Source: an optimization exercise on an open RTL-to-GDS flow (aim: small area and a short achievable clock period). Production flows keep margins and buffers that such runs may drop. No functional check of the RTL was part of this run. Power and IR drop assume default switching activity.

File: design/flow/constraint.sdc
create_clock -name core_clock -period 7.2 [get_ports {clk}]
set_input_delay 1.4400 -clock core_clock [delete_from_list [all_inputs] [get_ports {clk}]]
set_output_delay 1.4400 -clock core_clock [all_outputs]
set_load 0.01 [all_outputs]
File: design/flow/standard.sh
#!/bin/bash
# synth_recipe.tcl (not shown) runs the flow's synth.tcl, then flattens the netlist and writes it again
# the make line also repeats each setting of config.mk as NAME=value (left out here)
make -C /OpenROAD-flow-scripts/flow DESIGN_CONFIG=/design/flow/config.mk WORK_HOME=/design/flow/orfs CLKGATE_MAP_FILE= SYNTH_SCRIPT=/design/flow/synth_recipe.tcl "${@:-finish}"
File: design/flow/config.mk
export PLATFORM = sky130hd
export DESIGN_NAME = alu16bit
export DESIGN_NICKNAME = alu16bit
export VERILOG_FILES = /design/flow/design.v
export SDC_FILE = /design/flow/constraint.sdc
export NUM_CORES = 4
export LEC_CHECK = 0
export ABC_AREA = 1
export CAP_MARGIN = 20
export CORE_MARGIN = 2
export CORE_UTILIZATION = 40
export GPL_TIMING_DRIVEN = 0
export SLEW_MARGIN = 20
export SYNTH_HIERARCHICAL = 1
File: design/flow/design.v
module alu16bit (
  input clk,
  input reset,
  input [2:0] operation,
  input [15:0] operand_A,
  input [15:0] operand_B,
  output reg [31:0] result,
  output reg carry_flag,
  output reg zero_flag
);
  wire [15:0] a = operand_A;
  wire [15:0] b = operand_B;
  wire is_add = ~reset & (operation == 3'd0);
  wire is_sub = ~reset & (operation == 3'd1);
  wire is_mul = ~reset & (operation == 3'd2);
  wire [15:0] m = is_mul ? b : {15'd0, is_add | is_sub};
  reg [15:0] cv;
  always @(*) begin
    if (reset) cv = 16'd0;
    else
    case (operation)
      3'd0: cv = b;
      3'd1: cv = ~b;
      3'd3: cv = a & b;
      3'd4: cv = a | b;
      3'd5: cv = ~(a & b);
      3'd6: cv = ~(a | b);
      3'd7: cv = a ^ b;
      default: cv = 16'd0;
    endcase
  end
  wire cin = is_sub;
  wire [15:0] a_as = a & {16{is_add | is_sub}};
  wire [15:0] an = ~a;
  wire [15:0] mn = ~b;    
  wire p1;
  nor2 up1 (an[0], mn[0], p1);
  wire p2;
  nor2 up2 (an[1], mn[0], p2);
  wire p3;
  nor2 up3 (an[2], mn[0], p3);
  wire p4;
  nor2 up4 (an[3], mn[0], p4);
  wire p5;
  nor2 up5 (an[4], mn[0], p5);
  wire p6;
  nor2 up6 (an[5], mn[0], p6);
  wire p7;
  nor2 up7 (an[6], mn[0], p7);
  wire p8;
  nor2 up8 (an[7], mn[0], p8);
  wire p9;
  nor2 up9 (an[8], mn[0], p9);
  wire p10;
  nor2 up10 (an[9], mn[0], p10);
  wire p11;
  nor2 up11 (an[10], mn[0], p11);
  wire p12;
  nor2 up12 (an[11], mn[0], p12);
  wire p13;
  nor2 up13 (an[12], mn[0], p13);
  wire p14;
  nor2 up14 (an[13], mn[0], p14);
  wire p15;
  nor2 up15 (an[14], mn[0], p15);
  wire p16;
  nor2 up16 (an[15], mn[0], p16);
  wire p17;
  nor2 up17 (an[0], mn[1], p17);
  wire p18;
  nor2 up18 (an[1], mn[1], p18);
  wire p19;
  nor2 up19 (an[2], mn[1], p19);
  wire p20;
  nor2 up20 (an[3], mn[1], p20);
  wire p21;
  nor2 up21 (an[4], mn[1], p21);
  wire p22;
  nor2 up22 (an[5], mn[1], p22);
  wire p23;
  nor2 up23 (an[6], mn[1], p23);
  wire p24;
  nor2 up24 (an[7], mn[1], p24);
  wire p25;
  nor2 up25 (an[8], mn[1], p25);
  wire p26;
  nor2 up26 (an[9], mn[1], p26);
  wire p27;
  nor2 up27 (an[10], mn[1], p27);
  wire p28;
  nor2 up28 (an[11], mn[1], p28);
  wire p29;
  nor2 up29 (an[12], mn[1], p29);
  wire p30;
  nor2 up30 (an[13], mn[1], p30);
  wire p31;
  nor2 up31 (an[14], mn[1], p31);
  wire p32;
  nor2 up32 (an[15], mn[1], p32);
  wire p33;
  nor2 up33 (an[0], mn[2], p33);
  wire p34;
  nor2 up34 (an[1], mn[2], p34);
  wire p35;
  nor2 up35 (an[2], mn[2], p35);
  wire p36;
  nor2 up36 (an[3], mn[2], p36);
  wire p37;
  nor2 up37 (an[4], mn[2], p37);
  wire p38;
  nor2 up38 (an[5], mn[2], p38);
  wire p39;
  nor2 up39 (an[6], mn[2], p39);
  wire p40;
  nor2 up40 (an[7], mn[2], p40);
  wire p41;
  nor2 up41 (an[8], mn[2], p41);
  wire p42;
  nor2 up42 (an[9], mn[2], p42);
  wire p43;
  nor2 up43 (an[10], mn[2], p43);
  wire p44;
  nor2 up44 (an[11], mn[2], p44);
  wire p45;
  nor2 up45 (an[12], mn[2], p45);
  wire p46;
  nor2 up46 (an[13], mn[2], p46);
  wire p47;
  nor2 up47 (an[14], mn[2], p47);
  wire p48;
  nor2 up48 (an[15], mn[2], p48);
  wire p49;
  nor2 up49 (an[0], mn[3], p49);
  wire p50;
  nor2 up50 (an[1], mn[3], p50);
  wire p51;
  nor2 up51 (an[2], mn[3], p51);
  wire p52;
  nor2 up52 (an[3], mn[3], p52);
  wire p53;
  nor2 up53 (an[4], mn[3], p53);
  wire p54;
  nor2 up54 (an[5], mn[3], p54);
  wire p55;
  nor2 up55 (an[6], mn[3], p55);
  wire p56;
  nor2 up56 (an[7], mn[3], p56);
  wire p57;
  nor2 up57 (an[8], mn[3], p57);
  wire p58;
  nor2 up58 (an[9], mn[3], p58);
  wire p59;
  nor2 up59 (an[10], mn[3], p59);
  wire p60;
  nor2 up60 (an[11], mn[3], p60);
  wire p61;
  nor2 up61 (an[12], mn[3], p61);
  wire p62;
  nor2 up62 (an[13], mn[3], p62);
  wire p63;
  nor2 up63 (an[14], mn[3], p63);
  wire p64;
  nor2 up64 (an[15], mn[3], p64);
  wire p65;
  nor2 up65 (an[0], mn[4], p65);
  wire p66;
  nor2 up66 (an[1], mn[4], p66);
  wire p67;
  nor2 up67 (an[2], mn[4], p67);
  wire p68;
  nor2 up68 (an[3], mn[4], p68);
  wire p69;
  nor2 up69 (an[4], mn[4], p69);
  wire p70;
  nor2 up70 (an[5], mn[4], p70);
  wire p71;
  nor2 up71 (an[6], mn[4], p71);
  wire p72;
  nor2 up72 (an[7], mn[4], p72);
  wire p73;
  nor2 up73 (an[8], mn[4], p73);
  wire p74;
  nor2 up74 (an[9], mn[4], p74);
  wire p75;
  nor2 up75 (an[10], mn[4], p75);
  wire p76;
  nor2 up76 (an[11], mn[4], p76);
  wire p77;
  nor2 up77 (an[12], mn[4], p77);
  wire p78;
  nor2 up78 (an[13], mn[4], p78);
  wire p79;
  nor2 up79 (an[14], mn[4], p79);
  wire p80;
  nor2 up80 (an[15], mn[4], p80);
  wire p81;
  nor2 up81 (an[0], mn[5], p81);
  wire p82;
  nor2 up82 (an[1], mn[5], p82);
  wire p83;
  nor2 up83 (an[2], mn[5], p83);
  wire p84;
  nor2 up84 (an[3], mn[5], p84);
  wire p85;
  nor2 up85 (an[4], mn[5], p85);
  wire p86;
  nor2 up86 (an[5], mn[5], p86);
  wire p87;
  nor2 up87 (an[6], mn[5], p87);
  wire p88;
  nor2 up88 (an[7], mn[5], p88);
  wire p89;
  nor2 up89 (an[8], mn[5], p89);
  wire p90;
  nor2 up90 (an[9], mn[5], p90);
  wire p91;
  nor2 up91 (an[10], mn[5], p91);
  wire p92;
  nor2 up92 (an[11], mn[5], p92);
  wire p93;
  nor2 up93 (an[12], mn[5], p93);
  wire p94;
  nor2 up94 (an[13], mn[5], p94);
  wire p95;
  nor2 up95 (an[14], mn[5], p95);
  wire p96;
  nor2 up96 (an[15], mn[5], p96);
  wire p97;
  nor2 up97 (an[0], mn[6], p97);
  wire p98;
  nor2 up98 (an[1], mn[6], p98);
  wire p99;
  nor2 up99 (an[2], mn[6], p99);
  wire p100;
  nor2 up100 (an[3], mn[6], p100);
  wire p101;
  nor2 up101 (an[4], mn[6], p101);
  wire p102;
  nor2 up102 (an[5], mn[6], p102);
  wire p103;
  nor2 up103 (an[6], mn[6], p103);
  wire p104;
  nor2 up104 (an[7], mn[6], p104);
  wire p105;
  nor2 up105 (an[8], mn[6], p105);
  wire p106;
  nor2 up106 (an[9], mn[6], p106);
  wire p107;
  nor2 up107 (an[10], mn[6], p107);
  wire p108;
  nor2 up108 (an[11], mn[6], p108);
  wire p109;
  nor2 up109 (an[12], mn[6], p109);
  wire p110;
  nor2 up110 (an[13], mn[6], p110);
  wire p111;
  nor2 up111 (an[14], mn[6], p111);
  wire p112;
  nor2 up112 (an[15], mn[6], p112);
  wire p113;
  nor2 up113 (an[0], mn[7], p113);
  wire p114;
  nor2 up114 (an[1], mn[7], p114);
  wire p115;
  nor2 up115 (an[2], mn[7], p115);
  wire p116;
  nor2 up116 (an[3], mn[7], p116);
  wire p117;
  nor2 up117 (an[4], mn[7], p117);
  wire p118;
  nor2 up118 (an[5], mn[7], p118);
  wire p119;
  nor2 up119 (an[6], mn[7], p119);
  wire p120;
  nor2 up120 (an[7], mn[7], p120);
  wire p121;
  nor2 up121 (an[8], mn[7], p121);
  wire p122;
  nor2 up122 (an[9], mn[7], p122);
  wire p123;
  nor2 up123 (an[10], mn[7], p123);
  wire p124;
  nor2 up124 (an[11], mn[7], p124);
  wire p125;
  nor2 up125 (an[12], mn[7], p125);
  wire p126;
  nor2 up126 (an[13], mn[7], p126);
  wire p127;
  nor2 up127 (an[14], mn[7], p127);
  wire p128;
  nor2 up128 (an[15], mn[7], p128);
  wire p129;
  nor2 up129 (an[0], mn[8], p129);
  wire p130;
  nor2 up130 (an[1], mn[8], p130);
  wire p131;
  nor2 up131 (an[2], mn[8], p131);
  wire p132;
  nor2 up132 (an[3], mn[8], p132);
  wire p133;
  nor2 up133 (an[4], mn[8], p133);
  wire p134;
  nor2 up134 (an[5], mn[8], p134);
  wire p135;
  nor2 up135 (an[6], mn[8], p135);
  wire p136;
  nor2 up136 (an[7], mn[8], p136);
  wire p137;
  nor2 up137 (an[8], mn[8], p137);
  wire p138;
  nor2 up138 (an[9], mn[8], p138);
  wire p139;
  nor2 up139 (an[10], mn[8], p139);
  wire p140;
  nor2 up140 (an[11], mn[8], p140);
  wire p141;
  nor2 up141 (an[12], mn[8], p141);
  wire p142;
  nor2 up142 (an[13], mn[8], p142);
  wire p143;
  nor2 up143 (an[14], mn[8], p143);
  wire p144;
  nor2 up144 (an[15], mn[8], p144);
  wire p145;
  nor2 up145 (an[0], mn[9], p145);
  wire p146;
  nor2 up146 (an[1], mn[9], p146);
  wire p147;
  nor2 up147 (an[2], mn[9], p147);
  wire p148;
  nor2 up148 (an[3], mn[9], p148);
  wire p149;
  nor2 up149 (an[4], mn[9], p149);
  wire p150;
  nor2 up150 (an[5], mn[9], p150);
  wire p151;
  nor2 up151 (an[6], mn[9], p151);
  wire p152;
  nor2 up152 (an[7], mn[9], p152);
  wire p153;
  nor2 up153 (an[8], mn[9], p153);
  wire p154;
  nor2 up154 (an[9], mn[9], p154);
  wire p155;
  nor2 up155 (an[10], mn[9], p155);
  wire p156;
  nor2 up156 (an[11], mn[9], p156);
  wire p157;
  nor2 up157 (an[12], mn[9], p157);
  wire p158;
  nor2 up158 (an[13], mn[9], p158);
  wire p159;
  nor2 up159 (an[14], mn[9], p159);
  wire p160;
  nor2 up160 (an[15], mn[9], p160);
  wire p161;
  nor2 up161 (an[0], mn[10], p161);
  wire p162;
  nor2 up162 (an[1], mn[10], p162);
  wire p163;
  nor2 up163 (an[2], mn[10], p163);
  wire p164;
  nor2 up164 (an[3], mn[10], p164);
  wire p165;
  nor2 up165 (an[4], mn[10], p165);
  wire p166;
  nor2 up166 (an[5], mn[10], p166);
  wire p167;
  nor2 up167 (an[6], mn[10], p167);
  wire p168;
  nor2 up168 (an[7], mn[10], p168);
  wire p169;
  nor2 up169 (an[8], mn[10], p169);
  wire p170;
  nor2 up170 (an[9], mn[10], p170);
  wire p171;
  nor2 up171 (an[10], mn[10], p171);
  wire p172;
  nor2 up172 (an[11], mn[10], p172);
  wire p173;
  nor2 up173 (an[12], mn[10], p173);
  wire p174;
  nor2 up174 (an[13], mn[10], p174);
  wire p175;
  nor2 up175 (an[14], mn[10], p175);
  wire p176;
  nor2 up176 (an[15], mn[10], p176);
  wire p177;
  nor2 up177 (an[0], mn[11], p177);
  wire p178;
  nor2 up178 (an[1], mn[11], p178);
  wire p179;
  nor2 up179 (an[2], mn[11], p179);
  wire p180;
  nor2 up180 (an[3], mn[11], p180);
  wire p181;
  nor2 up181 (an[4], mn[11], p181);
  wire p182;
  nor2 up182 (an[5], mn[11], p182);
  wire p183;
  nor2 up183 (an[6], mn[11], p183);
  wire p184;
  nor2 up184 (an[7], mn[11], p184);
  wire p185;
  nor2 up185 (an[8], mn[11], p185);
  wire p186;
  nor2 up186 (an[9], mn[11], p186);
  wire p187;
  nor2 up187 (an[10], mn[11], p187);
  wire p188;
  nor2 up188 (an[11], mn[11], p188);
  wire p189;
  nor2 up189 (an[12], mn[11], p189);
  wire p190;
  nor2 up190 (an[13], mn[11], p190);
  wire p191;
  nor2 up191 (an[14], mn[11], p191);
  wire p192;
  nor2 up192 (an[15], mn[11], p192);
  wire p193;
  nor2 up193 (an[0], mn[12], p193);
  wire p194;
  nor2 up194 (an[1], mn[12], p194);
  wire p195;
  nor2 up195 (an[2], mn[12], p195);
  wire p196;
  nor2 up196 (an[3], mn[12], p196);
  wire p197;
  nor2 up197 (an[4], mn[12], p197);
  wire p198;
  nor2 up198 (an[5], mn[12], p198);
  wire p199;
  nor2 up199 (an[6], mn[12], p199);
  wire p200;
  nor2 up200 (an[7], mn[12], p200);
  wire p201;
  nor2 up201 (an[8], mn[12], p201);
  wire p202;
  nor2 up202 (an[9], mn[12], p202);
  wire p203;
  nor2 up203 (an[10], mn[12], p203);
  wire p204;
  nor2 up204 (an[11], mn[12], p204);
  wire p205;
  nor2 up205 (an[12], mn[12], p205);
  wire p206;
  nor2 up206 (an[13], mn[12], p206);
  wire p207;
  nor2 up207 (an[14], mn[12], p207);
  wire p208;
  nor2 up208 (an[15], mn[12], p208);
  wire p209;
  nor2 up209 (an[0], mn[13], p209);
  wire p210;
  nor2 up210 (an[1], mn[13], p210);
  wire p211;
  nor2 up211 (an[2], mn[13], p211);
  wire p212;
  nor2 up212 (an[3], mn[13], p212);
  wire p213;
  nor2 up213 (an[4], mn[13], p213);
  wire p214;
  nor2 up214 (an[5], mn[13], p214);
  wire p215;
  nor2 up215 (an[6], mn[13], p215);
  wire p216;
  nor2 up216 (an[7], mn[13], p216);
  wire p217;
  nor2 up217 (an[8], mn[13], p217);
  wire p218;
  nor2 up218 (an[9], mn[13], p218);
  wire p219;
  nor2 up219 (an[10], mn[13], p219);
  wire p220;
  nor2 up220 (an[11], mn[13], p220);
  wire p221;
  nor2 up221 (an[12], mn[13], p221);
  wire p222;
  nor2 up222 (an[13], mn[13], p222);
  wire p223;
  nor2 up223 (an[14], mn[13], p223);
  wire p224;
  nor2 up224 (an[15], mn[13], p224);
  wire p225;
  nor2 up225 (an[0], mn[14], p225);
  wire p226;
  nor2 up226 (an[1], mn[14], p226);
  wire p227;
  nor2 up227 (an[2], mn[14], p227);
  wire p228;
  nor2 up228 (an[3], mn[14], p228);
  wire p229;
  nor2 up229 (an[4], mn[14], p229);
  wire p230;
  nor2 up230 (an[5], mn[14], p230);
  wire p231;
  nor2 up231 (an[6], mn[14], p231);
  wire p232;
  nor2 up232 (an[7], mn[14], p232);
  wire p233;
  nor2 up233 (an[8], mn[14], p233);
  wire p234;
  nor2 up234 (an[9], mn[14], p234);
  wire p235;
  nor2 up235 (an[10], mn[14], p235);
  wire p236;
  nor2 up236 (an[11], mn[14], p236);
  wire p237;
  nor2 up237 (an[12], mn[14], p237);
  wire p238;
  nor2 up238 (an[13], mn[14], p238);
  wire p239;
  nor2 up239 (an[14], mn[14], p239);
  wire p240;
  nor2 up240 (an[15], mn[14], p240);
  wire p241;
  nor2 up241 (an[0], mn[15], p241);
  wire p242;
  nor2 up242 (an[1], mn[15], p242);
  wire p243;
  nor2 up243 (an[2], mn[15], p243);
  wire p244;
  nor2 up244 (an[3], mn[15], p244);
  wire p245;
  nor2 up245 (an[4], mn[15], p245);
  wire p246;
  nor2 up246 (an[5], mn[15], p246);
  wire p247;
  nor2 up247 (an[6], mn[15], p247);
  wire p248;
  nor2 up248 (an[7], mn[15], p248);
  wire p249;
  nor2 up249 (an[8], mn[15], p249);
  wire p250;
  nor2 up250 (an[9], mn[15], p250);
  wire p251;
  nor2 up251 (an[10], mn[15], p251);
  wire p252;
  nor2 up252 (an[11], mn[15], p252);
  wire p253;
  nor2 up253 (an[12], mn[15], p253);
  wire p254;
  nor2 up254 (an[13], mn[15], p254);
  wire p255;
  nor2 up255 (an[14], mn[15], p255);
  wire p256;
  nor2 up256 (an[15], mn[15], p256);
  wire n257, n258;
  ha un257 (p14, p29, n257, n258);
  wire n259, n260;
  fa un259 (p15, p30, p45, n259, n260);
  wire n261, n262;
  ha un261 (p60, p75, n261, n262);
  wire n263, n264;
  fa un263 (p16, p31, p46, n263, n264);
  wire n265, n266;
  fa un265 (p61, p76, p91, n265, n266);
  wire n267, n268;
  ha un267 (p106, p121, n267, n268);
  wire n269, n270;
  fa un269 (p32, p47, p62, n269, n270);
  wire n271, n272;
  fa un271 (p77, p92, p107, n271, n272);
  wire n273, n274;
  ha un273 (p122, p137, n273, n274);
  wire n275, n276;
  fa un275 (p48, p63, p78, n275, n276);
  wire n277, n278;
  fa un277 (p93, p108, p123, n277, n278);
  wire n279, n280;
  fa un279 (p64, p79, p94, n279, n280);
  wire n281, n282;
  ha un281 (p10, p25, n281, n282);
  wire n283, n284;
  fa un283 (p11, p26, p41, n283, n284);
  wire n285, n286;
  ha un285 (p56, p71, n285, n286);
  wire n287, n288;
  fa un287 (p12, p27, p42, n287, n288);
  wire n289, n290;
  fa un289 (p57, p72, p87, n289, n290);
  wire n291, n292;
  ha un291 (p102, p117, n291, n292);
  wire n293, n294;
  fa un293 (p13, p28, p43, n293, n294);
  wire n295, n296;
  fa un295 (p58, p73, p88, n295, n296);
  wire n297, n298;
  fa un297 (p103, p118, p133, n297, n298);
  wire n299, n300;
  ha un299 (p148, p163, n299, n300);
  wire n301, n302;
  fa un301 (p44, p59, p74, n301, n302);
  wire n303, n304;
  fa un303 (p89, p104, p119, n303, n304);
  wire n305, n306;
  fa un305 (p134, p149, p164, n305, n306);
  wire n307, n308;
  fa un307 (p179, p194, p209, n307, n308);
  wire n309, n310;
  fa un309 (p90, p105, p120, n309, n310);
  wire n311, n312;
  fa un311 (p135, p150, p165, n311, n312);
  wire n313, n314;
  fa un313 (p180, p195, p210, n313, n314);
  wire n315, n316;
  fa un315 (p225, n258, n261, n315, n316);
  wire n317, n318;
  fa un317 (p136, p151, p166, n317, n318);
  wire n319, n320;
  fa un319 (p181, p196, p211, n319, n320);
  wire n321, n322;
  fa un321 (p226, p241, n262, n321, n322);
  wire n323, n324;
  fa un323 (n267, n260, n263, n323, n324);
  wire n325, n326;
  fa un325 (p152, p167, p182, n325, n326);
  wire n327, n328;
  fa un327 (p197, p212, p227, n327, n328);
  wire n329, n330;
  fa un329 (p242, n268, n273, n329, n330);
  wire n331, n332;
  fa un331 (n264, n266, n269, n331, n332);
  wire n333, n334;
  fa un333 (p138, p153, p168, n333, n334);
  wire n335, n336;
  fa un335 (p183, p198, p213, n335, n336);
  wire n337, n338;
  fa un337 (p228, p243, n274, n337, n338);
  wire n339, n340;
  fa un339 (n270, n272, n275, n339, n340);
  wire n341, n342;
  fa un341 (p109, p124, p139, n341, n342);
  wire n343, n344;
  fa un343 (p154, p169, p184, n343, n344);
  wire n345, n346;
  fa un345 (p199, p214, p229, n345, n346);
  wire n347, n348;
  fa un347 (p244, n276, n278, n347, n348);
  wire n349, n350;
  fa un349 (p80, p95, p110, n349, n350);
  wire n351, n352;
  fa un351 (p125, p140, p155, n351, n352);
  wire n353, n354;
  fa un353 (p170, p185, p200, n353, n354);
  wire n355, n356;
  fa un355 (p215, p230, p245, n355, n356);
  wire n357, n358;
  fa un357 (p96, p111, p126, n357, n358);
  wire n359, n360;
  fa un359 (p141, p156, p171, n359, n360);
  wire n361, n362;
  fa un361 (p186, p201, p216, n361, n362);
  wire n363, n364;
  fa un363 (p112, p127, p142, n363, n364);
  wire n365, n366;
  fa un365 (p157, p172, p187, n365, n366);
  wire n367, n368;
  fa un367 (p128, p143, p158, n367, n368);
  wire n369, n370;
  ha un369 (p7, p22, n369, n370);
  wire n371, n372;
  fa un371 (p8, p23, p38, n371, n372);
  wire n373, n374;
  ha un373 (p53, p68, n373, n374);
  wire n375, n376;
  fa un375 (p9, p24, p39, n375, n376);
  wire n377, n378;
  fa un377 (p54, p69, p84, n377, n378);
  wire n379, n380;
  ha un379 (p99, p114, n379, n380);
  wire n381, n382;
  fa un381 (p40, p55, p70, n381, n382);
  wire n383, n384;
  fa un383 (p85, p100, p115, n383, n384);
  wire n385, n386;
  fa un385 (p130, p145, n281, n385, n386);
  wire n387, n388;
  fa un387 (p86, p101, p116, n387, n388);
  wire n389, n390;
  fa un389 (p131, p146, p161, n389, n390);
  wire n391, n392;
  fa un391 (n282, n285, n283, n391, n392);
  wire n393, n394;
  fa un393 (p132, p147, p162, n393, n394);
  wire n395, n396;
  fa un395 (p177, n286, n291, n395, n396);
  wire n397, n398;
  fa un397 (n284, n287, n289, n397, n398);
  wire n399, n400;
  fa un399 (p178, p193, n292, n399, n400);
  wire n401, n402;
  fa un401 (n299, n288, n290, n401, n402);
  wire n403, n404;
  fa un403 (n293, n295, n297, n403, n404);
  wire n405, n406;
  fa un405 (n300, n257, n294, n405, n406);
  wire n407, n408;
  fa un407 (n296, n298, n301, n407, n408);
  wire n409, n410;
  fa un409 (n303, n305, n307, n409, n410);
  wire n411, n412;
  fa un411 (n302, n304, n306, n411, n412);
  wire n413, n414;
  fa un413 (n308, n259, n309, n413, n414);
  wire n415, n416;
  fa un415 (n311, n313, n315, n415, n416);
  wire n417, n418;
  fa un417 (n310, n312, n314, n417, n418);
  wire n419, n420;
  fa un419 (n265, n317, n319, n419, n420);
  wire n421, n422;
  fa un421 (n316, n321, n323, n421, n422);
  wire n423, n424;
  fa un423 (n318, n320, n271, n423, n424);
  wire n425, n426;
  fa un425 (n325, n327, n322, n425, n426);
  wire n427, n428;
  fa un427 (n329, n324, n331, n427, n428);
  wire n429, n430;
  fa un429 (n326, n328, n277, n429, n430);
  wire n431, n432;
  fa un431 (n333, n335, n330, n431, n432);
  wire n433, n434;
  fa un433 (n337, n332, n339, n433, n434);
  wire n435, n436;
  fa un435 (n334, n336, n279, n435, n436);
  wire n437, n438;
  fa un437 (n341, n343, n345, n437, n438);
  wire n439, n440;
  fa un439 (n338, n340, n347, n439, n440);
  wire n441, n442;
  fa un441 (n342, n344, n346, n441, n442);
  wire n443, n444;
  fa un443 (n280, n349, n351, n443, n444);
  wire n445, n446;
  fa un445 (n353, n355, n348, n445, n446);
  wire n447, n448;
  fa un447 (p231, p246, n350, n447, n448);
  wire n449, n450;
  fa un449 (n352, n354, n356, n449, n450);
  wire n451, n452;
  fa un451 (n357, n359, n361, n451, n452);
  wire n453, n454;
  fa un453 (p202, p217, p232, n453, n454);
  wire n455, n456;
  fa un455 (p247, n358, n360, n455, n456);
  wire n457, n458;
  fa un457 (n362, n363, n365, n457, n458);
  wire n459, n460;
  fa un459 (p173, p188, p203, n459, n460);
  wire n461, n462;
  fa un461 (p218, p233, p248, n461, n462);
  wire n463, n464;
  fa un463 (n364, n366, n367, n463, n464);
  wire n465, n466;
  fa un465 (p144, p159, p174, n465, n466);
  wire n467, n468;
  fa un467 (p189, p204, p219, n467, n468);
  wire n469, n470;
  fa un469 (p234, p249, n368, n469, n470);
  wire n471, n472;
  fa un471 (p160, p175, p190, n471, n472);
  wire n473, n474;
  fa un473 (p205, p220, p235, n473, n474);
  wire n475, n476;
  fa un475 (p176, p191, p206, n475, n476);
  wire n477, n478;
  ha un477 (p5, p20, n477, n478);
  wire n479, n480;
  fa un479 (p6, p21, p36, n479, n480);
  wire n481, n482;
  ha un481 (p51, p66, n481, n482);
  wire n483, n484;
  fa un483 (p37, p52, p67, n483, n484);
  wire n485, n486;
  fa un485 (p82, p97, n369, n485, n486);
  wire n487, n488;
  fa un487 (p83, p98, p113, n487, n488);
  wire n489, n490;
  fa un489 (n370, n373, n371, n489, n490);
  wire n491, n492;
  fa un491 (p129, n374, n379, n491, n492);
  wire n493, n494;
  fa un493 (n372, n375, n377, n493, n494);
  wire n495, n496;
  fa un495 (n380, n376, n378, n495, n496);
  wire n497, n498;
  fa un497 (n381, n383, n385, n497, n498);
  wire n499, n500;
  fa un499 (n382, n384, n387, n499, n500);
  wire n501, n502;
  fa un501 (n389, n386, n391, n501, n502);
  wire n503, n504;
  fa un503 (n388, n390, n393, n503, n504);
  wire n505, n506;
  fa un505 (n395, n392, n397, n505, n506);
  wire n507, n508;
  fa un507 (n394, n396, n399, n507, n508);
  wire n509, n510;
  fa un509 (n398, n401, n403, n509, n510);
  wire n511, n512;
  fa un511 (n400, n402, n404, n511, n512);
  wire n513, n514;
  fa un513 (n405, n407, n409, n513, n514);
  wire n515, n516;
  fa un515 (n406, n408, n410, n515, n516);
  wire n517, n518;
  fa un517 (n411, n413, n415, n517, n518);
  wire n519, n520;
  fa un519 (n412, n414, n417, n519, n520);
  wire n521, n522;
  fa un521 (n419, n416, n421, n521, n522);
  wire n523, n524;
  fa un523 (n418, n420, n423, n523, n524);
  wire n525, n526;
  fa un525 (n425, n422, n427, n525, n526);
  wire n527, n528;
  fa un527 (n424, n429, n426, n527, n528);
  wire n529, n530;
  fa un529 (n431, n428, n433, n529, n530);
  wire n531, n532;
  fa un531 (n430, n435, n437, n531, n532);
  wire n533, n534;
  fa un533 (n432, n434, n439, n533, n534);
  wire n535, n536;
  fa un535 (n436, n438, n441, n535, n536);
  wire n537, n538;
  fa un537 (n443, n445, n440, n537, n538);
  wire n539, n540;
  fa un539 (n442, n444, n447, n539, n540);
  wire n541, n542;
  fa un541 (n449, n451, n446, n541, n542);
  wire n543, n544;
  fa un543 (n453, n448, n450, n543, n544);
  wire n545, n546;
  fa un545 (n452, n455, n457, n545, n546);
  wire n547, n548;
  fa un547 (n454, n459, n461, n547, n548);
  wire n549, n550;
  fa un549 (n456, n458, n463, n549, n550);
  wire n551, n552;
  fa un551 (n460, n462, n465, n551, n552);
  wire n553, n554;
  fa un553 (n467, n464, n469, n553, n554);
  wire n555, n556;
  fa un555 (p250, n466, n468, n555, n556);
  wire n557, n558;
  fa un557 (n471, n473, n470, n557, n558);
  wire n559, n560;
  fa un559 (p221, p236, p251, n559, n560);
  wire n561, n562;
  fa un561 (n472, n474, n475, n561, n562);
  wire n563, n564;
  fa un563 (p192, p207, p222, n563, n564);
  wire n565, n566;
  fa un565 (p237, p252, n476, n565, n566);
  wire n567, n568;
  fa un567 (p208, p223, p238, n567, n568);
  wire n569, n570;
  ha un569 (p4, p19, n569, n570);
  wire n571, n572;
  fa un571 (p35, p50, p65, n571, n572);
  wire n573, n574;
  fa un573 (p81, n478, n481, n573, n574);
  wire n575, n576;
  fa un575 (n482, n480, n483, n575, n576);
  wire n577, n578;
  fa un577 (n484, n487, n486, n577, n578);
  wire n579, n580;
  fa un579 (n488, n491, n490, n579, n580);
  wire n581, n582;
  fa un581 (n492, n494, n495, n581, n582);
  wire n583, n584;
  fa un583 (n496, n499, n498, n583, n584);
  wire n585, n586;
  fa un585 (n500, n503, n502, n585, n586);
  wire n587, n588;
  fa un587 (n504, n507, n506, n587, n588);
  wire n589, n590;
  fa un589 (n508, n510, n511, n589, n590);
  wire n591, n592;
  fa un591 (n512, n514, n515, n591, n592);
  wire n593, n594;
  fa un593 (n516, n519, n518, n593, n594);
  wire n595, n596;
  fa un595 (n520, n523, n522, n595, n596);
  wire n597, n598;
  fa un597 (n524, n527, n526, n597, n598);
  wire n599, n600;
  fa un599 (n528, n531, n533, n599, n600);
  wire n601, n602;
  fa un601 (n532, n535, n534, n601, n602);
  wire n603, n604;
  fa un603 (n536, n539, n538, n603, n604);
  wire n605, n606;
  fa un605 (n543, n540, n545, n605, n606);
  wire n607, n608;
  fa un607 (n547, n544, n546, n607, n608);
  wire n609, n610;
  fa un609 (n548, n551, n550, n609, n610);
  wire n611, n612;
  fa un611 (n552, n555, n557, n611, n612);
  wire n613, n614;
  fa un613 (n559, n556, n561, n613, n614);
  wire n615, n616;
  fa un615 (n560, n563, n562, n615, n616);
  wire n617, n618;
  fa un617 (p253, n564, n567, n617, n618);
  wire n619, n620;
  fa un619 (p224, p239, p254, n619, n620);
  wire n621, n622;
  ha un621 (p3, p18, n621, n622);
  wire n623, n624;
  fa un623 (p34, p49, n569, n623, n624);
  wire n625, n626;
  fa un625 (n570, n477, n571, n625, n626);
  wire n627, n628;
  fa un627 (n572, n479, n573, n627, n628);
  wire n629, n630;
  fa un629 (n574, n485, n575, n629, n630);
  wire n631, n632;
  fa un631 (n576, n489, n577, n631, n632);
  wire n633, n634;
  fa un633 (n493, n578, n579, n633, n634);
  wire n635, n636;
  fa un635 (n497, n580, n581, n635, n636);
  wire n637, n638;
  fa un637 (n582, n501, n583, n637, n638);
  wire n639, n640;
  fa un639 (n505, n584, n585, n639, n640);
  wire n641, n642;
  fa un641 (n509, n586, n587, n641, n642);
  wire n643, n644;
  fa un643 (n513, n588, n589, n643, n644);
  wire n645, n646;
  fa un645 (n517, n590, n591, n645, n646);
  wire n647, n648;
  fa un647 (n592, n521, n593, n647, n648);
  wire n649, n650;
  fa un649 (n525, n594, n595, n649, n650);
  wire n651, n652;
  fa un651 (n529, n596, n597, n651, n652);
  wire n653, n654;
  fa un653 (n530, n598, n599, n653, n654);
  wire n655, n656;
  fa un655 (n537, n600, n601, n655, n656);
  wire n657, n658;
  fa un657 (n541, n602, n603, n657, n658);
  wire n659, n660;
  fa un659 (n542, n605, n604, n659, n660);
  wire n661, n662;
  fa un661 (n549, n607, n606, n661, n662);
  wire n663, n664;
  fa un663 (n553, n608, n609, n663, n664);
  wire n665, n666;
  fa un665 (n554, n610, n611, n665, n666);
  wire n667, n668;
  fa un667 (n558, n613, n612, n667, n668);
  wire n669, n670;
  fa un669 (n565, n614, n615, n669, n670);
  wire n671, n672;
  fa un671 (n566, n617, n616, n671, n672);
  wire n673, n674;
  fa un673 (n568, n619, n618, n673, n674);
  wire n675, n676;
  fa un675 (p240, p255, n620, n675, n676);
  wire x677 = (p1 & is_mul) | a_as[0];
  wire x678 = cv[0];
  wire x679 = (p2 & is_mul) | a_as[1];
  wire x680 = (p17 & is_mul) | cv[1];
  wire x681 = (p33 & is_mul) | a_as[2];
  wire x682 = (n621 & is_mul) | cv[2];
  wire x683 = (n622 & is_mul) | a_as[3];
  wire x684 = (n623 & is_mul) | cv[3];
  wire x685 = (n624 & is_mul) | a_as[4];
  wire x686 = (n625 & is_mul) | cv[4];
  wire x687 = (n626 & is_mul) | a_as[5];
  wire x688 = (n627 & is_mul) | cv[5];
  wire x689 = (n628 & is_mul) | a_as[6];
  wire x690 = (n629 & is_mul) | cv[6];
  wire x691 = (n630 & is_mul) | a_as[7];
  wire x692 = (n631 & is_mul) | cv[7];
  wire x693 = (n632 & is_mul) | a_as[8];
  wire x694 = (n633 & is_mul) | cv[8];
  wire x695 = (n634 & is_mul) | a_as[9];
  wire x696 = (n635 & is_mul) | cv[9];
  wire x697 = (n636 & is_mul) | a_as[10];
  wire x698 = (n637 & is_mul) | cv[10];
  wire x699 = (n638 & is_mul) | a_as[11];
  wire x700 = (n639 & is_mul) | cv[11];
  wire x701 = (n640 & is_mul) | a_as[12];
  wire x702 = (n641 & is_mul) | cv[12];
  wire x703 = (n642 & is_mul) | a_as[13];
  wire x704 = (n643 & is_mul) | cv[13];
  wire x705 = (n644 & is_mul) | a_as[14];
  wire x706 = (n645 & is_mul) | cv[14];
  wire x707 = (n646 & is_mul) | a_as[15];
  wire x708 = (n647 & is_mul) | cv[15];
  wire x709 = (n648 & is_mul) | is_sub;
  wire x710 = n649 & is_mul;
  wire x711 = (n650 & is_mul) | is_sub;
  wire x712 = n651 & is_mul;
  wire x713 = (n652 & is_mul) | is_sub;
  wire x714 = n653 & is_mul;
  wire x715 = (n654 & is_mul) | is_sub;
  wire x716 = n655 & is_mul;
  wire x717 = (n656 & is_mul) | is_sub;
  wire x718 = n657 & is_mul;
  wire x719 = (n659 & is_mul) | is_sub;
  wire x720 = n658 & is_mul;
  wire x721 = (n661 & is_mul) | is_sub;
  wire x722 = n660 & is_mul;
  wire x723 = (n662 & is_mul) | is_sub;
  wire x724 = n663 & is_mul;
  wire x725 = (n664 & is_mul) | is_sub;
  wire x726 = n665 & is_mul;
  wire x727 = (n666 & is_mul) | is_sub;
  wire x728 = n667 & is_mul;
  wire x729 = (n669 & is_mul) | is_sub;
  wire x730 = n668 & is_mul;
  wire x731 = (n670 & is_mul) | is_sub;
  wire x732 = n671 & is_mul;
  wire x733 = (n673 & is_mul) | is_sub;
  wire x734 = n672 & is_mul;
  wire x735 = (n675 & is_mul) | is_sub;
  wire x736 = n674 & is_mul;
  wire x737 = (p256 & is_mul) | is_sub;
  wire x738 = n676 & is_mul;
  wire x739 = is_sub;
  wire n740, n741;
  fa un740 (cin, x678, x677, n740, n741);
  wire n742, n743;
  fa un742 (x679, x680, n741, n742, n743);
  wire n744, n745;
  fa un744 (x681, x682, n743, n744, n745);
  wire n746, n747;
  fa un746 (x683, x684, n745, n746, n747);
  wire n748, n749;
  fa un748 (x685, x686, n747, n748, n749);
  wire n750, n751;
  fa un750 (x687, x688, n749, n750, n751);
  wire n752, n753;
  ha un752 (x689, x690, n752, n753);
  wire n754, n755;
  ha un754 (x691, x692, n754, n755);
  wire n756, n757;
  ha un756 (x693, x694, n756, n757);
  wire n758, n759;
  ha un758 (x695, x696, n758, n759);
  wire n760, n761;
  ha un760 (x697, x698, n760, n761);
  wire n762, n763;
  ha un762 (x699, x700, n762, n763);
  wire n764, n765;
  ha un764 (x701, x702, n764, n765);
  wire n766, n767;
  ha un766 (x703, x704, n766, n767);
  wire n768, n769;
  ha un768 (x705, x706, n768, n769);
  wire n770, n771;
  ha un770 (x707, x708, n770, n771);
  wire n772, n773;
  ha un772 (x709, x710, n772, n773);
  wire n774, n775;
  ha un774 (x711, x712, n774, n775);
  wire n776, n777;
  ha un776 (x713, x714, n776, n777);
  wire n778, n779;
  ha un778 (x715, x716, n778, n779);
  wire n780, n781;
  ha un780 (x717, x718, n780, n781);
  wire n782, n783;
  ha un782 (x719, x720, n782, n783);
  wire n784, n785;
  ha un784 (x721, x722, n784, n785);
  wire n786, n787;
  ha un786 (x723, x724, n786, n787);
  wire n788, n789;
  ha un788 (x725, x726, n788, n789);
  wire n790, n791;
  ha un790 (x727, x728, n790, n791);
  wire n792, n793;
  ha un792 (x729, x730, n792, n793);
  wire n794, n795;
  ha un794 (x731, x732, n794, n795);
  wire n796, n797;
  ha un796 (x733, x734, n796, n797);
  wire n798, n799;
  ha un798 (x735, x736, n798, n799);
  wire n800, n801;
  ha un800 (x737, x738, n800, n801);
  wire n802 = ~((n752 & n751) | n753);
  wire n803 = ~((n756 & n755) | n757);
  wire n804 = ~(n756 & n754);
  wire n805 = ~((n760 & n759) | n761);
  wire n806 = ~(n760 & n758);
  wire n807 = ~((n764 & n763) | n765);
  wire n808 = ~(n764 & n762);
  wire n809 = ~((n768 & n767) | n769);
  wire n810 = ~(n768 & n766);
  wire n811 = ~((n772 & n771) | n773);
  wire n812 = ~(n772 & n770);
  wire n813 = ~((n776 & n775) | n777);
  wire n814 = ~(n776 & n774);
  wire n815 = ~((n780 & n779) | n781);
  wire n816 = ~(n780 & n778);
  wire n817 = ~((n784 & n783) | n785);
  wire n818 = ~(n784 & n782);
  wire n819 = ~((n788 & n787) | n789);
  wire n820 = ~(n788 & n786);
  wire n821 = ~((n792 & n791) | n793);
  wire n822 = ~(n792 & n790);
  wire n823 = ~((n796 & n795) | n797);
  wire n824 = ~(n796 & n794);
  wire n825 = ~((n800 & n799) | n801);
  wire n826 = ~(n800 & n798);
  wire n827 = ~((n804 | n802) & n803);
  wire n828 = ~((n808 | n805) & n807);
  wire n829 = ~(n808 | n806);
  wire n830 = ~((n812 | n809) & n811);
  wire n831 = ~(n812 | n810);
  wire n832 = ~((n816 | n813) & n815);
  wire n833 = ~(n816 | n814);
  wire n834 = ~((n820 | n817) & n819);
  wire n835 = ~(n820 | n818);
  wire n836 = ~((n824 | n821) & n823);
  wire n837 = ~(n824 | n822);
  wire n838 = ~((n829 & n827) | n828);
  wire n839 = ~((n833 & n830) | n832);
  wire n840 = ~(n833 & n831);
  wire n841 = ~((n837 & n834) | n836);
  wire n842 = ~(n837 & n835);
  wire n843 = ~((n840 | n838) & n839);
  wire n844 = ~n843;
  wire n845 = ~((n842 | n844) & n841);
  wire n846 = ~n838;
  wire n847 = ~((n831 & n846) | n830);
  wire n848 = ~((n835 & n843) | n834);
  wire n849 = ~n827;
  wire n850 = ~((n806 | n849) & n805);
  wire n851 = ~((n810 | n838) & n809);
  wire n852 = ~((n814 | n847) & n813);
  wire n853 = ~n843;
  wire n854 = ~((n818 | n853) & n817);
  wire n855 = ~((n822 | n848) & n821);
  wire n856 = ~n845;
  wire n857 = ~((n826 | n856) & n825);
  wire n858 = ~n802;
  wire n859 = ~((n754 & n858) | n755);
  wire n860 = ~((n758 & n827) | n759);
  wire n861 = ~((n762 & n850) | n763);
  wire n862 = ~n838;
  wire n863 = ~((n766 & n862) | n767);
  wire n864 = ~((n770 & n851) | n771);
  wire n865 = ~n847;
  wire n866 = ~((n774 & n865) | n775);
  wire n867 = ~((n778 & n852) | n779);
  wire n868 = ~((n782 & n843) | n783);
  wire n869 = ~((n786 & n854) | n787);
  wire n870 = ~n848;
  wire n871 = ~((n790 & n870) | n791);
  wire n872 = ~((n794 & n855) | n795);
  wire n873 = ~((n798 & n845) | n799);
  wire n874 = ~((x739 & n857) | 1'b0);
  wire n875, n876;
  ha un875 (n752, n751, n875, n876);
  wire n877, n878;
  ha un877 (n754, n802, n877, n878);
  wire n879 = ~n877;
  wire n880, n881;
  ha un880 (n756, n859, n880, n881);
  wire n882 = ~n880;
  wire n883, n884;
  ha un883 (n758, n827, n883, n884);
  wire n885, n886;
  ha un885 (n760, n860, n885, n886);
  wire n887 = ~n885;
  wire n888, n889;
  ha un888 (n762, n850, n888, n889);
  wire n890, n891;
  ha un890 (n764, n861, n890, n891);
  wire n892 = ~n890;
  wire n893, n894;
  ha un893 (n766, n838, n893, n894);
  wire n895 = ~n893;
  wire n896, n897;
  ha un896 (n768, n863, n896, n897);
  wire n898 = ~n896;
  wire n899, n900;
  ha un899 (n770, n851, n899, n900);
  wire n901, n902;
  ha un901 (n772, n864, n901, n902);
  wire n903 = ~n901;
  wire n904, n905;
  ha un904 (n774, n847, n904, n905);
  wire n906 = ~n904;
  wire n907, n908;
  ha un907 (n776, n866, n907, n908);
  wire n909 = ~n907;
  wire n910, n911;
  ha un910 (n778, n852, n910, n911);
  wire n912, n913;
  ha un912 (n780, n867, n912, n913);
  wire n914 = ~n912;
  wire n915, n916;
  ha un915 (n782, n843, n915, n916);
  wire n917, n918;
  ha un917 (n784, n868, n917, n918);
  wire n919 = ~n917;
  wire n920, n921;
  ha un920 (n786, n854, n920, n921);
  wire n922, n923;
  ha un922 (n788, n869, n922, n923);
  wire n924 = ~n922;
  wire n925, n926;
  ha un925 (n790, n848, n925, n926);
  wire n927 = ~n925;
  wire n928, n929;
  ha un928 (n792, n871, n928, n929);
  wire n930 = ~n928;
  wire n931, n932;
  ha un931 (n794, n855, n931, n932);
  wire n933, n934;
  ha un933 (n796, n872, n933, n934);
  wire n935 = ~n933;
  wire n936, n937;
  ha un936 (n798, n845, n936, n937);
  wire n938, n939;
  ha un938 (n800, n873, n938, n939);
  wire n940 = ~n938;
  wire n941, n942;
  ha un941 (x739, n857, n941, n942);
  wire [31:0] s = {n941, n940, n936, n935, n931, n930, n927, n924, n920, n919, n915, n914, n910, n909, n906, n903, n899, n898, n895, n892, n888, n887, n883, n882, n879, n875, n750, n748, n746, n744, n742, n740};
  wire borrow = is_sub & s[16];
  wire zero_lo = (s[15:0] == 16'd0);
  wire zero_mul = (a == 16'd0) | (b == 16'd0);
  wire [31:0] r = s;
  wire z = ~reset & (is_mul ? zero_mul : zero_lo);
  always @(posedge clk) begin
    result     <= r;
    carry_flag <= borrow;
    zero_flag  <= z;
  end
endmodule
module fa (input a, input b, input c, output s, output co);
  assign s = a ^ b ^ c;
  assign co = (a & b) | (a & c) | (b & c);
endmodule
module ha (input a, input b, output s, output co);
  assign s = a ^ b;
  assign co = a & b;
endmodule
module nor2 (input a, input b, output y);
  assign y = ~(a | b);
endmodule
File: design/flow/flow/run.sh
#!/bin/bash
# The standard layout, with the port buffers made of plain buffers (sky130
# buf_1, which the resizer may upsize) instead of the delay-cell buffers that
# buffer_ports picks by default.
set -euo pipefail
export BUFFER_PORTS_ARGS="-buffer_cell sky130_fd_sc_hd__buf_1"
bash standard.sh > standard.log 2>&1
==> summary.txt <==
worst paths after layout:
kind         start                  to  slack [ns]  cells past startpoint
min          reset   zero_flag$_DFF_P_        1.63                      4
max   operand_B[2]  result[30]$_DFF_P_        0.45                     25
cells in the mapped netlist, drive strengths merged:
cell type and n:
o211ai 2, o22ai 38, ha 98, o21bai 2
nor2 286, o31ai 5, clkbuf 7, fa 201
nor4 15, inv 149, a31o 2, nor3 9
nand2 78, buf 8, o21ai 48, a31oi 1
nand4 4, dfxtp 34, nand3 7, a22oi 5
a21o 1, o221ai 5, a21oi 21, a211oi 2
stage by stage:
step	hold WS [ns]	power (mW)	std cells
final	1.63	1.74	1385
after floorplan	1.63	1.15	1028
after CTS	1.64	1.76	1385
after global routing	1.68	1.95	1385
after detailed placement	1.82	1.55	1378
after global placement	1.83	1.53	1378
modules after synthesis, one instance, submodules excluded:
module,cells,cell area (µm²),times used
ha,1,12.5,66
nor2,1,3.75,256
fa,1,20.0,201
alu16bit,505,3200,1
state kept, by name, indices dropped and copies added, names as in the netlist:
name and cells:
carry_flag 1, result 32, zero_flag 1
layout make-up:
type                       count  area, µm²  area share, %
buffer                        15       98.8           1.01
clock buffer                   5        125           1.28
clock inverter                 2       10.0          0.103
inverter                     149        559           5.73
multi-input combinational    830       7670           78.6
sequential                    34        681           6.98
tap                          280        350           3.59
timing repair buffer          70        263           2.69
kinds of logic after synthesis:
family	count (synthesis)
compound gates	132
fa+ha+maj	299
flops	34
buf+inv	164
simple gates	399
routing by layer:
metal	global-route usage, %	wire [µm]	up-vias
met5	0	0	-
met4	9.92	1230	0
met3	3.78	2170	84
met2	41.5	13300	364
met1	32.4	11300	3912
li1	-	-	3406
power groups by stage:
stage	clock (mW)	combinational, mW	sequential, mW
final	0.201	1.31	0.237
after global routing	0.216	1.49	0.241
after CTS	0.207	1.32	0.237
after detailed placement	0	1.31	0.241
after global placement	0	1.29	0.241
after floorplan	0	0.889	0.263
==> impl_results.html <==
<table>
<tr><th>Metric</th><th>Value</th></tr>
<tr><th colspan="2">Detailed routing</th></tr>
<tr><td>Number of DRC violations after detailed routing</td><td>0</td></tr>
<tr><td>Avg WL per Cell</td><td>20.2 µm</td></tr>
<tr><td>First DRT Iteration DRCs</td><td>approximately 600</td></tr>
<tr><td>First-pass detailed-route iteration total</td><td>5</td></tr>
<tr><td>Routed vias</td><td>7766</td></tr>
<tr><td>Total Wirelength</td><td>~28000 µm</td></tr>
<tr><td>Remaining antenna violation count</td><td>0</td></tr>
<tr><td>Vias per std cell</td><td>~5.6</td></tr>
<tr><th colspan="2">Power and ir drop</th></tr>
<tr><td>Flop pwr share</td><td>between 10% and 20%</td></tr>
<tr><td>Logic gate share of total power</td><td>between 70 and 80%</td></tr>
<tr><td>Switching part of the total power</td><td>about 49%</td></tr>
<tr><td>Internal portion of total power</td><td>slightly below 0.9 mW</td></tr>
<tr><td>Leakage power</td><td>between 4 and 5 nW</td></tr>
<tr><td>Largest voltage drop on the vdd net</td><td>between 80 and 90 µV</td></tr>
<tr><td>Switch Pwr</td><td>around 0.86 mW</td></tr>
<tr><td>Share of total power in the clock network</td><td>between 10% and 20%</td></tr>
<tr><td>Power per cell area</td><td>about 180 nW/µm²</td></tr>
<tr><th colspan="2">Synth</th></tr>
<tr><td>Seq/Total Area, Yosys</td><td>under 10%</td></tr>
<tr><td>Mux cell area share after synthesis</td><td>0%</td></tr>
<tr><td>Gate Count Post-Synth</td><td>1028</td></tr>
<tr><td>Number of synthesized register bits</td><td>34</td></tr>
<tr><td>Combined area of all synthesized cells</td><td>between 9000 and 10000 µm²</td></tr>
<tr><td>Dominant combinational cell family by area after synthesis</td><td>adder cells</td></tr>
<tr><td>Post-synthesis compound-gate area fraction</td><td>8.86%</td></tr>
<tr><td>Syn nets</td><td>1364</td></tr>
<tr><td>Xor and xnor area share after synthesis</td><td>0%</td></tr>
<tr><td>Synth warn</td><td>7</td></tr>
<tr><td>Mean instance size in the synthesized netlist</td><td>approximately 8.8 µm²</td></tr>
<tr><td>Post-synth top area share</td><td>44.7%</td></tr>
<tr><td>Largest cells by area after synthesis</td><td>sky130_fd_sc_hd__fa_1, sky130_fd_sc_hd__ha_1, sky130_fd_sc_hd__nor2_1</td></tr>
<tr><td>Area fraction in and, or, nand and nor cells after synthesis</td><td>18.0%</td></tr>
<tr><td>Synth area leader</td><td>sky130_fd_sc_hd__fa_1</td></tr>
<tr><td>Number of library cell types mapped by synthesis</td><td>35</td></tr>
<tr><td>Synthesized-area fraction occupied by adder cells</td><td>around three fifths</td></tr>
<tr><th colspan="2">Worst setup path</th></tr>
<tr><td>Endpoint arrival time on the critical path</td><td>between 6 and 7 ns</td></tr>
<tr><td>Cell occurring most often along the worst timing path</td><td>sky130_fd_sc_hd__fa_1</td></tr>
<tr><td>Largest stage delay, worst path</td><td>between 0.6 and 0.7 ns</td></tr>
<tr><td>Total buffers and inverters traversed by the critical path</td><td>5</td></tr>
<tr><td>Cell at the slowest stage of the critical path</td><td>sky130_fd_sc_hd__inv_1</td></tr>
<tr><td>Data required time at the worst endpoint</td><td>about 7.4 ns</td></tr>
<tr><td>Family with the most delay on the worst path</td><td>adder cells</td></tr>
<tr><td>Largest driver fanout on the critical path</td><td>17</td></tr>
<tr><td>Endpoint kind of the worst setup timing path</td><td>flip-flop</td></tr>
<tr><td>Kind of start point of the critical path</td><td>input pin</td></tr>
<tr><td>Critical path start-end classification</td><td>in -&gt; reg</td></tr>
<tr><th colspan="2">Clock network</th></tr>
<tr><td>Number of buffers added to fix hold violations after cts</td><td>0</td></tr>
<tr><td>Clock transition at the registers of the reported paths</td><td>approximately 0.050 ns</td></tr>
<tr><td>Clock tree from TritonCTS</td><td>done</td></tr>
<tr><td>Clk sinks</td><td>34</td></tr>
<tr><td>Root Buffer Master</td><td>sky130_fd_sc_hd__clkbuf_16</td></tr>
<tr><td>Count of cells resized by post-cts repair</td><td>0</td></tr>
<tr><td>Maximum count of clock buffers along a single path</td><td>2</td></tr>
<tr><td>Setup repair bufs after CTS</td><td>0</td></tr>
<tr><td>CTS buffer count</td><td>5</td></tr>
<tr><td>Level count of the clock H-tree</td><td>2</td></tr>
<tr><th colspan="2">Layout</th></tr>
<tr><td>Post-route standard cell area excluding fillers</td><td>slightly below 10000 µm²</td></tr>
<tr><td>Layout Area Growth over Synthesis</td><td>8.31%</td></tr>
<tr><td>Antenna cells</td><td>0</td></tr>
<tr><td># nets final</td><td>1441</td></tr>
<tr><td>Filler cell count</td><td>approximately 2200</td></tr>
<tr><td>Layout cells sized above 1</td><td>4.16%</td></tr>
<tr><td>Most frequent cells in the layout</td><td>sky130_fd_sc_hd__nor2_1, sky130_fd_sc_hd__fa_1, sky130_fd_sc_hd__inv_1</td></tr>
<tr><td>Most common cell after layout, fill and taps aside</td><td>sky130_fd_sc_hd__nor2_1</td></tr>
<tr><td>Final core utilization</td><td>about 44%</td></tr>
<tr><th colspan="2">Global route</th></tr>
<tr><td>First-pass GRT wire length</td><td>about 45000 µm</td></tr>
<tr><td>Maximum number of pins on one net before global-route repair</td><td>20</td></tr>
<tr><td>Global-route usage over all layers</td><td>24.8%</td></tr>
<tr><td>Number of global-route vias before repair</td><td>between 8000 and 9000</td></tr>
<tr><td>Total overflow reported by the global router</td><td>0</td></tr>
<tr><td>Number of antenna violations at the first check in global routing</td><td>0</td></tr>
<tr><th colspan="2">STA</th></tr>
<tr><td>Unrepaired setup endpoints after global routing</td><td>false</td></tr>
<tr><td>Normalized max-slew margin</td><td>approximately a third</td></tr>
<tr><td>Transition at the pin with the smallest max-transition slack</td><td>about 1 ns</td></tr>
<tr><td>Final period util</td><td>93.7%</td></tr>
<tr><td>Number of slew-limit violations in the final report</td><td>0</td></tr>
<tr><td>Final min period</td><td>6.75 ns</td></tr>
<tr><td>Highest clock rate</td><td>between 0.1 and 0.15 GHz</td></tr>
<tr><td>Final setup vio count</td><td>0</td></tr>
<tr><td>Setup Total Neg Slack</td><td>0 ns</td></tr>
<tr><td>Smallest setup slack after layout</td><td>0.453 ns</td></tr>
<tr><td>Count of endpoints failing hold in the final timing report</td><td>0</td></tr>
<tr><th colspan="2">Run</th></tr>
<tr><td>Max-cap violations</td><td>0</td></tr>
<tr><th colspan="2">Placed design</th></tr>
<tr><td>Placer's final routability congestion estimate</td><td>1.02</td></tr>
<tr><td>Half-perimeter wire length after placement</td><td>roughly 20000 µm</td></tr>
<tr><td>Count of port buffers added during placement</td><td>70</td></tr>
<tr><td>Worst Setup Slack post-DPL</td><td>roughly 0.17 ns</td></tr>
<tr><td>Placement-stage cell area</td><td>9620 µm²</td></tr>
<tr><th colspan="2">Die</th></tr>
<tr><td>Ports</td><td>slightly above 70</td></tr>
<tr><td>Die span in x</td><td>between 150 and 200 µm</td></tr>
<tr><td>Site row count</td><td>between 50 and 60</td></tr>
<tr><td>Die Footprint</td><td>roughly 24000 µm²</td></tr>
<tr><td>Height of the chip</td><td>154 µm</td></tr>
<tr><td>Starting utilization of the core area</td><td>between 40% and 50%</td></tr>
<tr><td>Area of the core region</td><td>~22000 µm²</td></tr>
<tr><th colspan="2">Min path</th></tr>
<tr><td>Min-Delay Path Class</td><td>in -&gt; reg</td></tr>
<tr><th colspan="2">Run status</th></tr>
<tr><td>Outcome</td><td>finished clean</td></tr>
</table>

[what the ideal ports hide]
Ports are ideal in the flow. The routed layout listed here was re-timed in OpenROAD.
Step 1: set_driving_cell puts a clkbuf_16 on clk and a buf_2 on each other input, an assumption about the parent block.
Step 2 adds t to the input delays and takes it off the output delays; t is the mean of the earliest and latest rising clock arrival at the registers after step 1. Input paths then give back, and output paths get back, about the clock's delay inside the block.
Slacks: ideal / step 1 / step 2; pairs: ideal / step 1.
t (ns): 0.312
slack for setup (ns): 0.453 / 0.468 / 0.156
latest minus earliest clock arrival (ns): 0.007 / 0.007
cell pins on the clock port's net: 1
After both steps setup and hold are still met in this run. The setup slack of this run moves by +0.015 ns with the drivers and by -0.297 ns with both steps.
